What follows belongs to an exercise in optimizing a design on an open flow for small area and a short achievable clock period; a production flow would make more cautious choices.
Function was checked by simulation only, so behaviour that the tests miss may differ from the original.
Power figures rest on the tool's default switching activity, not on a simulated workload.

==> module ALU, before the edit <==
module ALU(valA, valB, aluop, sub, lr, cc, result);
	input [15:0] valA;
	input [15:0] valB;
	input [3:0] aluop;
	input sub;
	input lr;
	output [3:0] cc;
	output [15:0] result;
	wire [15:0] a = valA;
	wire [15:0] b = valB;
	wire [3:0] s = valB[3:0];
	wire op_add = ~aluop[3] & ~aluop[2] & ~aluop[1] & ~aluop[0];
	wire op_sh  = ~aluop[3] & ~aluop[2] & (aluop[1] | aluop[0]);
	wire op_rot = ~aluop[3] & ~aluop[2] & aluop[1] & aluop[0];
	wire op_lg  = ~aluop[3] & aluop[2];
	genvar i;
	wire [15:0] ax = a ^ {16{sub}};
	wire [15:0] g0 = b & ax;
	wire [15:0] t0 = b | ax;
	wire [15:0] g1, t1, g2, t2, g3, t3, g4;
	generate
		for (i = 0; i < 16; i = i + 1) begin : g_l1
			if (i % 2 == 1) begin
				assign g1[i] = g0[i] | (t0[i] & g0[i-1]);
				assign t1[i] = t0[i] & t0[i-1];
			end else begin
				assign g1[i] = g0[i];
				assign t1[i] = t0[i];
			end
		end
		for (i = 0; i < 16; i = i + 1) begin : g_l2
			if ((i / 2) % 2 == 1) begin
				assign g2[i] = g1[i] | (t1[i] & g1[(i / 2) * 2 - 1]);
				assign t2[i] = t1[i] & t1[(i / 2) * 2 - 1];
			end else begin
				assign g2[i] = g1[i];
				assign t2[i] = t1[i];
			end
		end
		for (i = 0; i < 16; i = i + 1) begin : g_l3
			if ((i / 4) % 2 == 1) begin
				assign g3[i] = g2[i] | (t2[i] & g2[(i / 4) * 4 - 1]);
				assign t3[i] = t2[i] & t2[(i / 4) * 4 - 1];
			end else begin
				assign g3[i] = g2[i];
				assign t3[i] = t2[i];
			end
		end
		for (i = 0; i < 16; i = i + 1) begin : g_l4
			if (i >= 8)
				assign g4[i] = g3[i] | (t3[i] & g3[7]);
			else
				assign g4[i] = g3[i];
		end
	endgenerate
	wire [16:0] k = {g4, 1'b0};
	wire [15:0] hx = a ^ b;
	wire [15:0] sum = hx ^ k[15:0];
	wire co = k[16] ^ sub;
	wire [15:0] kz = {{15{~sub}} & t0[14:0], 1'b0};
	wire z_add = &(hx ~^ kz);
	wire l_and = op_lg & ~aluop[1];
	wire l_hx  = op_lg & aluop[0];
	wire l_not = op_lg & aluop[1] & ~aluop[0];
	wire [15:0] lg = ({16{l_and}} & a & b) | ({16{l_hx}} & hx) | ({16{l_not}} & ~a);
	wire [3:0] ra = lr ? (~s + 4'd1) : s;
	wire [15:0] x1 = ra[0] ? {a[0], a[15:1]} : a;
	wire [15:0] x2 = ra[1] ? {x1[1:0], x1[15:2]} : x1;
	wire [15:0] x3 = ra[2] ? {x2[3:0], x2[15:4]} : x2;
	wire [15:0] x4 = ra[3] ? {x3[7:0], x3[15:8]} : x3;
	wire [15:0] wr;
	generate
		for (i = 0; i < 16; i = i + 1) begin : g_wr
			assign wr[i] = lr ? (i < s) : (15 - i < s);
		end
	endgenerate
	wire [15:0] keep = {16{op_sh}} & ~(wr & {16{~op_rot}});
	wire fill = op_sh & ~lr & ~aluop[1] & a[15];
	wire [15:0] fl = wr & {16{fill}};
	wire [15:0] sh = (x4 & keep) | fl;
	wire [15:0] nadd = sh | lg;
	assign result = ({16{op_add}} & sum) | nadd;
	wire Z = ~|nadd & (~op_add | z_add);
	wire N = result[15];
	wire C = op_add & co;
	wire [15:0] shl = x4 & keep;
	wire [15:0] cg = a & ~shl;
	wire [15:0] ct = a | ~shl;
	wire [7:0] c1g, c1t;
	wire [3:0] c2g, c2t;
	wire [1:0] c3g, c3t;
	generate
		for (i = 0; i < 8; i = i + 1) begin : g_c1
			assign c1g[i] = cg[2*i+1] | (ct[2*i+1] & cg[2*i]);
			assign c1t[i] = ct[2*i+1] & ct[2*i];
		end
		for (i = 0; i < 4; i = i + 1) begin : g_c2
			assign c2g[i] = c1g[2*i+1] | (c1t[2*i+1] & c1g[2*i]);
			assign c2t[i] = c1t[2*i+1] & c1t[2*i];
		end
		for (i = 0; i < 2; i = i + 1) begin : g_c3
			assign c3g[i] = c2g[2*i+1] | (c2t[2*i+1] & c2g[2*i]);
			assign c3t[i] = c2t[2*i+1] & c2t[2*i];
		end
	endgenerate
	wire gt = c3g[1] | (c3t[1] & c3g[0]);
	wire V = op_sh & lr & gt;
	assign cc = {N, Z, C, V};
endmodule
clock: 4.7 ns
lec_check: 0
abc_area: 1
cap_margin: 20
core_margin: 2
core_utilization: 40
cts_buf_list: sky130_fd_sc_hd__clkbuf_8
setup_slack_margin: 2.2
slew_margin: 20
standard.sh (not shown) runs the stock make flow with config.mk's settings and CLKGATE_MAP_FILE= SYNTH_SCRIPT=/design/flow/synth_recipe.tcl, a recipe that flattens the netlist after the stock synthesis.
==> flow/flow/run.sh <==
#!/bin/bash
# The standard layout, with the port buffers made from the small
# sky130_fd_sc_hd__buf_1 instead of the cell buffer_ports picks by default.
set -euo pipefail
bash standard.sh BUFFER_PORTS_ARGS="-buffer_cell sky130_fd_sc_hd__buf_1" finish > standard.log 2>&1
Change:
--- a/flow/design.v
+++ b/flow/design.v
@@ -84,13 +84,17 @@
 	wire [15:0] kz = {{15{~sub}} & t0[14:0], 1'b0};
 	wire z_add = &(hx ~^ kz);
 	wire l_and = op_lg & ~aluop[1];
 	wire l_hx  = op_lg & aluop[0];
 	wire l_not = op_lg & aluop[1] & ~aluop[0];
 	wire [15:0] lg = ({16{l_and}} & a & b) | ({16{l_hx}} & hx) | ({16{l_not}} & ~a);
-	wire [3:0] ra = lr ? (~s + 4'd1) : s;
+	wire [3:0] ra;
+	assign ra[0] = s[0];
+	assign ra[1] = s[1] ^ (lr & s[0]);
+	assign ra[2] = s[2] ^ (lr & (s[0] | s[1]));
+	assign ra[3] = s[3] ^ (lr & (s[0] | s[1] | s[2]));
 	wire [15:0] x1 = ra[0] ? {a[0], a[15:1]} : a;
 	wire [15:0] x2 = ra[1] ? {x1[1:0], x1[15:2]} : x1;
 	wire [15:0] x3 = ra[2] ? {x2[3:0], x2[15:4]} : x2;
 	wire [15:0] x4 = ra[3] ? {x3[7:0], x3[15:8]} : x3;
 	wire [15:0] wr;
 	generate
=>
- The changed run ran to the end with no violations
- maximum frequency hardly moves
- clock-buffer cell count stays the same
- wire length decreases by 10%
- sequential share of layout area rose by 2.3 points
- non-clock buffer count is lower by 18
- power goes down by 7.7%
- die area falls by 5.3%
- critical path depth fell by 1
- cell area fell by 11%
- worst setup slack got worse by 0.0047 ns
- worst hold slack degrades by 0.026 ns
- cell count fell by 5.7%
- area after synthesis came out lower by 5.5%

========
## old
alu16_top, a different RTL version from the one above (not shown whole).
Size in the first run: roughly 850 cells after synthesis, ~59 I/O pins, about 4900 um2 of cells after synthesis.
==> module ALU, before the edit <==
module ALU(valA, valB, aluop, sub, lr, cc, result);
	input [15:0] valA;
	input [15:0] valB;
	input [3:0] aluop;
	input sub;
	input lr;
	output [3:0] cc;
	output [15:0] result;
	wire [15:0] a = valA;
	wire [15:0] b = valB;
	wire [3:0] s = valB[3:0];
	wire op_add = ~aluop[3] & ~aluop[2] & ~aluop[1] & ~aluop[0];
	wire op_sh  = ~aluop[3] & ~aluop[2] & (aluop[1] | aluop[0]);
	wire op_rot = ~aluop[3] & ~aluop[2] & aluop[1] & aluop[0];
	wire op_lg  = ~aluop[3] & aluop[2];
	genvar i;
	wire [15:0] ax = a ^ {16{sub}};
	wire [15:0] g0 = b & ax;
	wire [15:0] t0 = b | ax;
	wire [15:0] g1, t1, g2, t2, g3, t3, g4;
	generate
		for (i = 0; i < 16; i = i + 1) begin : g_l1
			if (i % 2 == 1) begin
				assign g1[i] = g0[i] | (t0[i] & g0[i-1]);
				assign t1[i] = t0[i] & t0[i-1];
			end else begin
				assign g1[i] = g0[i];
				assign t1[i] = t0[i];
			end
		end
		for (i = 0; i < 16; i = i + 1) begin : g_l2
			if ((i / 2) % 2 == 1) begin
				assign g2[i] = g1[i] | (t1[i] & g1[(i / 2) * 2 - 1]);
				assign t2[i] = t1[i] & t1[(i / 2) * 2 - 1];
			end else begin
				assign g2[i] = g1[i];
				assign t2[i] = t1[i];
			end
		end
		for (i = 0; i < 16; i = i + 1) begin : g_l3
			if ((i / 4) % 2 == 1) begin
				assign g3[i] = g2[i] | (t2[i] & g2[(i / 4) * 4 - 1]);
				assign t3[i] = t2[i] & t2[(i / 4) * 4 - 1];
			end else begin
				assign g3[i] = g2[i];
				assign t3[i] = t2[i];
			end
		end
		for (i = 0; i < 16; i = i + 1) begin : g_l4
			if (i >= 8)
				assign g4[i] = g3[i] | (t3[i] & g3[7]);
			else
				assign g4[i] = g3[i];
		end
	endgenerate
	wire [16:0] k = {g4, 1'b0};
	wire [15:0] hx = a ^ b;
	wire [15:0] sum = hx ^ k[15:0];
	wire co = k[16] ^ sub;
	wire [15:0] kz = {sub ? g0[14:0] : t0[14:0], 1'b0};
	wire z_add = &(hx ~^ kz);
	wire l_and = op_lg & ~aluop[1];
	wire l_hx  = op_lg & aluop[0];
	wire l_not = op_lg & aluop[1] & ~aluop[0];
	wire [15:0] lg = ({16{l_and}} & a & b) | ({16{l_hx}} & hx) | ({16{l_not}} & ~a);
	wire [3:0] ra = lr ? (~s + 4'd1) : s;
	wire [15:0] x1 = ra[0] ? {a[0], a[15:1]} : a;
	wire [15:0] x2 = ra[1] ? {x1[1:0], x1[15:2]} : x1;
	wire [15:0] x3 = ra[2] ? {x2[3:0], x2[15:4]} : x2;
	wire [15:0] x4 = ra[3] ? {x3[7:0], x3[15:8]} : x3;
	wire [15:0] wr;
	generate
		for (i = 0; i < 16; i = i + 1) begin : g_wr
			assign wr[i] = lr ? (i < s) : (15 - i < s);
		end
	endgenerate
	wire [15:0] keep = {16{op_sh}} & ~(wr & {16{~op_rot}});
	wire fill = op_sh & ~lr & ~aluop[1] & a[15];
	wire [15:0] fl = wr & {16{fill}};
	wire [15:0] sh = (x4 & keep) | fl;
	wire [15:0] nadd = sh | lg;
	assign result = ({16{op_add}} & sum) | nadd;
	wire Z = ~|nadd & (~op_add | z_add);
	wire N = result[15];
	wire C = op_add & co;
	wire [15:0] shl = x4 & keep;
	wire [15:0] cg = a & ~shl;
	wire [15:0] ct = a | ~shl;
	wire [7:0] c1g, c1t;
	wire [3:0] c2g, c2t;
	wire [1:0] c3g, c3t;
	generate
		for (i = 0; i < 8; i = i + 1) begin : g_c1
			assign c1g[i] = cg[2*i+1] | (ct[2*i+1] & cg[2*i]);
			assign c1t[i] = ct[2*i+1] & ct[2*i];
		end
		for (i = 0; i < 4; i = i + 1) begin : g_c2
			assign c2g[i] = c1g[2*i+1] | (c1t[2*i+1] & c1g[2*i]);
			assign c2t[i] = c1t[2*i+1] & c1t[2*i];
		end
		for (i = 0; i < 2; i = i + 1) begin : g_c3
			assign c3g[i] = c2g[2*i+1] | (c2t[2*i+1] & c2g[2*i]);
			assign c3t[i] = c2t[2*i+1] & c2t[2*i];
		end
	endgenerate
	wire gt = c3g[1] | (c3t[1] & c3g[0]);
	wire V = op_sh & lr & gt;
	assign cc = {N, Z, C, V};
endmodule
make LEC_CHECK=0 ABC_AREA=1 CAP_MARGIN=20 CORE_MARGIN=2 CORE_UTILIZATION=40 SETUP_SLACK_MARGIN=2.2 SLEW_MARGIN=20 finish   # period 4.7 ns
run.sh (not shown) runs the stock make flow with config.mk's settings and CLKGATE_MAP_FILE= SYNTH_SCRIPT=/design/flow/synth_recipe.tcl, a recipe that flattens the netlist after the stock synthesis.
Stock flow here: none of the scripts above is used.
--- input diff old..new ---
--- a/flow/design.v
+++ b/flow/design.v
@@ -82,12 +82,18 @@
 	wire [15:0] sum = hx ^ k[15:0];
 	wire co = k[16] ^ sub;
 	wire [15:0] kz = {sub ? g0[14:0] : t0[14:0], 1'b0};
 	wire z_add = &(hx ~^ kz);
-	wire l_and = op_lg & ~aluop[1];
-	wire l_hx  = op_lg & aluop[0];
-	wire l_not = op_lg & aluop[1] & ~aluop[0];
-	wire [15:0] lg = ({16{l_and}} & a & b) | ({16{l_hx}} & hx) | ({16{l_not}} & ~a);
+	wire lt11 = op_lg & ~aluop[1];
+	wire lt01 = op_lg & (aluop[1] | aluop[0]);
+	wire lt10 = op_lg & aluop[0];
+	wire lt00 = op_lg & aluop[1] & ~aluop[0];
+	wire [15:0] lg;
+	generate
+		for (i = 0; i < 16; i = i + 1) begin : g_lg
+			assign lg[i] = b[i] ? (a[i] ? lt11 : lt01) : (a[i] ? lt10 : lt00);
+		end
+	endgenerate
 	wire [3:0] ra = lr ? (~s + 4'd1) : s;
 	wire [15:0] x1 = ra[0] ? {a[0], a[15:1]} : a;
 	wire [15:0] x2 = ra[1] ? {x1[1:0], x1[15:2]} : x1;
 	wire [15:0] x3 = ra[2] ? {x2[3:0], x2[15:4]} : x2;
@@ -106,11 +112,10 @@
 	assign result = ({16{op_add}} & sum) | nadd;
 	wire Z = ~|nadd & (~op_add | z_add);
 	wire N = result[15];
 	wire C = op_add & co;
-	wire [15:0] shl = x4 & keep;
-	wire [15:0] cg = a & ~shl;
-	wire [15:0] ct = a | ~shl;
+	wire [15:0] cg = a & ~sh;
+	wire [15:0] ct = a | ~sh;
 	wire [7:0] c1g, c1t;
 	wire [3:0] c2g, c2t;
 	wire [1:0] c3g, c3t;
 	generate
## What came out
new: proportion of cell area occupied by multi-input gates higher than old
new against old: proportion of cell area occupied by registers +0.29 points, time the final worst path needs with I/O delays and setup moved down.
Side by side, combinational power share turned out lower in new than in old.
Internal power of the cells ends up higher on new.
When new is set beside old, its multi-input gate count turns out to be 5.0% larger.
Against old, new comes in 3 higher on final-layout clock buffer total.
When new is measured against old, its largest net degree at the start of global routing turns out 3.7% higher.
Non-clock buffer count in the final layout: new vs old down about 13%
new vs old, power after layout went up by about 3.3%.
The share of the cycle needed by the critical path after routing of new and that of old are within noise of each other.
On final routed wirelength across all metal layers: new sits below old.
Against old as the reference, new delivers a lower fraction of power spent switching nets.

static timing again, ports no longer ideal:
The flow's constraints put no driver on any port. The routed layouts listed below were extracted and timed again, unchanged, in two steps.
Step 1 sets driving cells, clkbuf_16 on the clock port and buf_2 on the other inputs (assumed; they add their load-dependent delay and slew).
Step 2 also shifts input and output timing later by t, the mid clock arrival at the registers, as if the neighbouring blocks saw the same clock.
Slacks: no drivers / after step 1 / after step 2; pairs: no drivers / after step 1.
run | t, ns | setup slack, ns | hold slack, ns | worst setup path at the end | worst slew at a driven data input, ns
the first run of note 1 | 0.385 | 2.301 / 2.301 / 2.301 | 0.635 / 0.635 / 0.635 | register to register | 0.03
the second run of note 1 | 0.380 | 2.296 / 2.296 / 2.296 | 0.609 / 0.609 / 0.609 | register to register | 0.03
old | 0.378 | 2.309 / 2.309 / 2.309 | 0.606 / 0.606 / 0.606 | register to register | 0.04
new | 0.380 | 2.315 / 2.315 / 2.315 | 0.624 / 0.624 / 0.624 | register to register | 0.04
After both steps setup and hold are still met in every run listed.
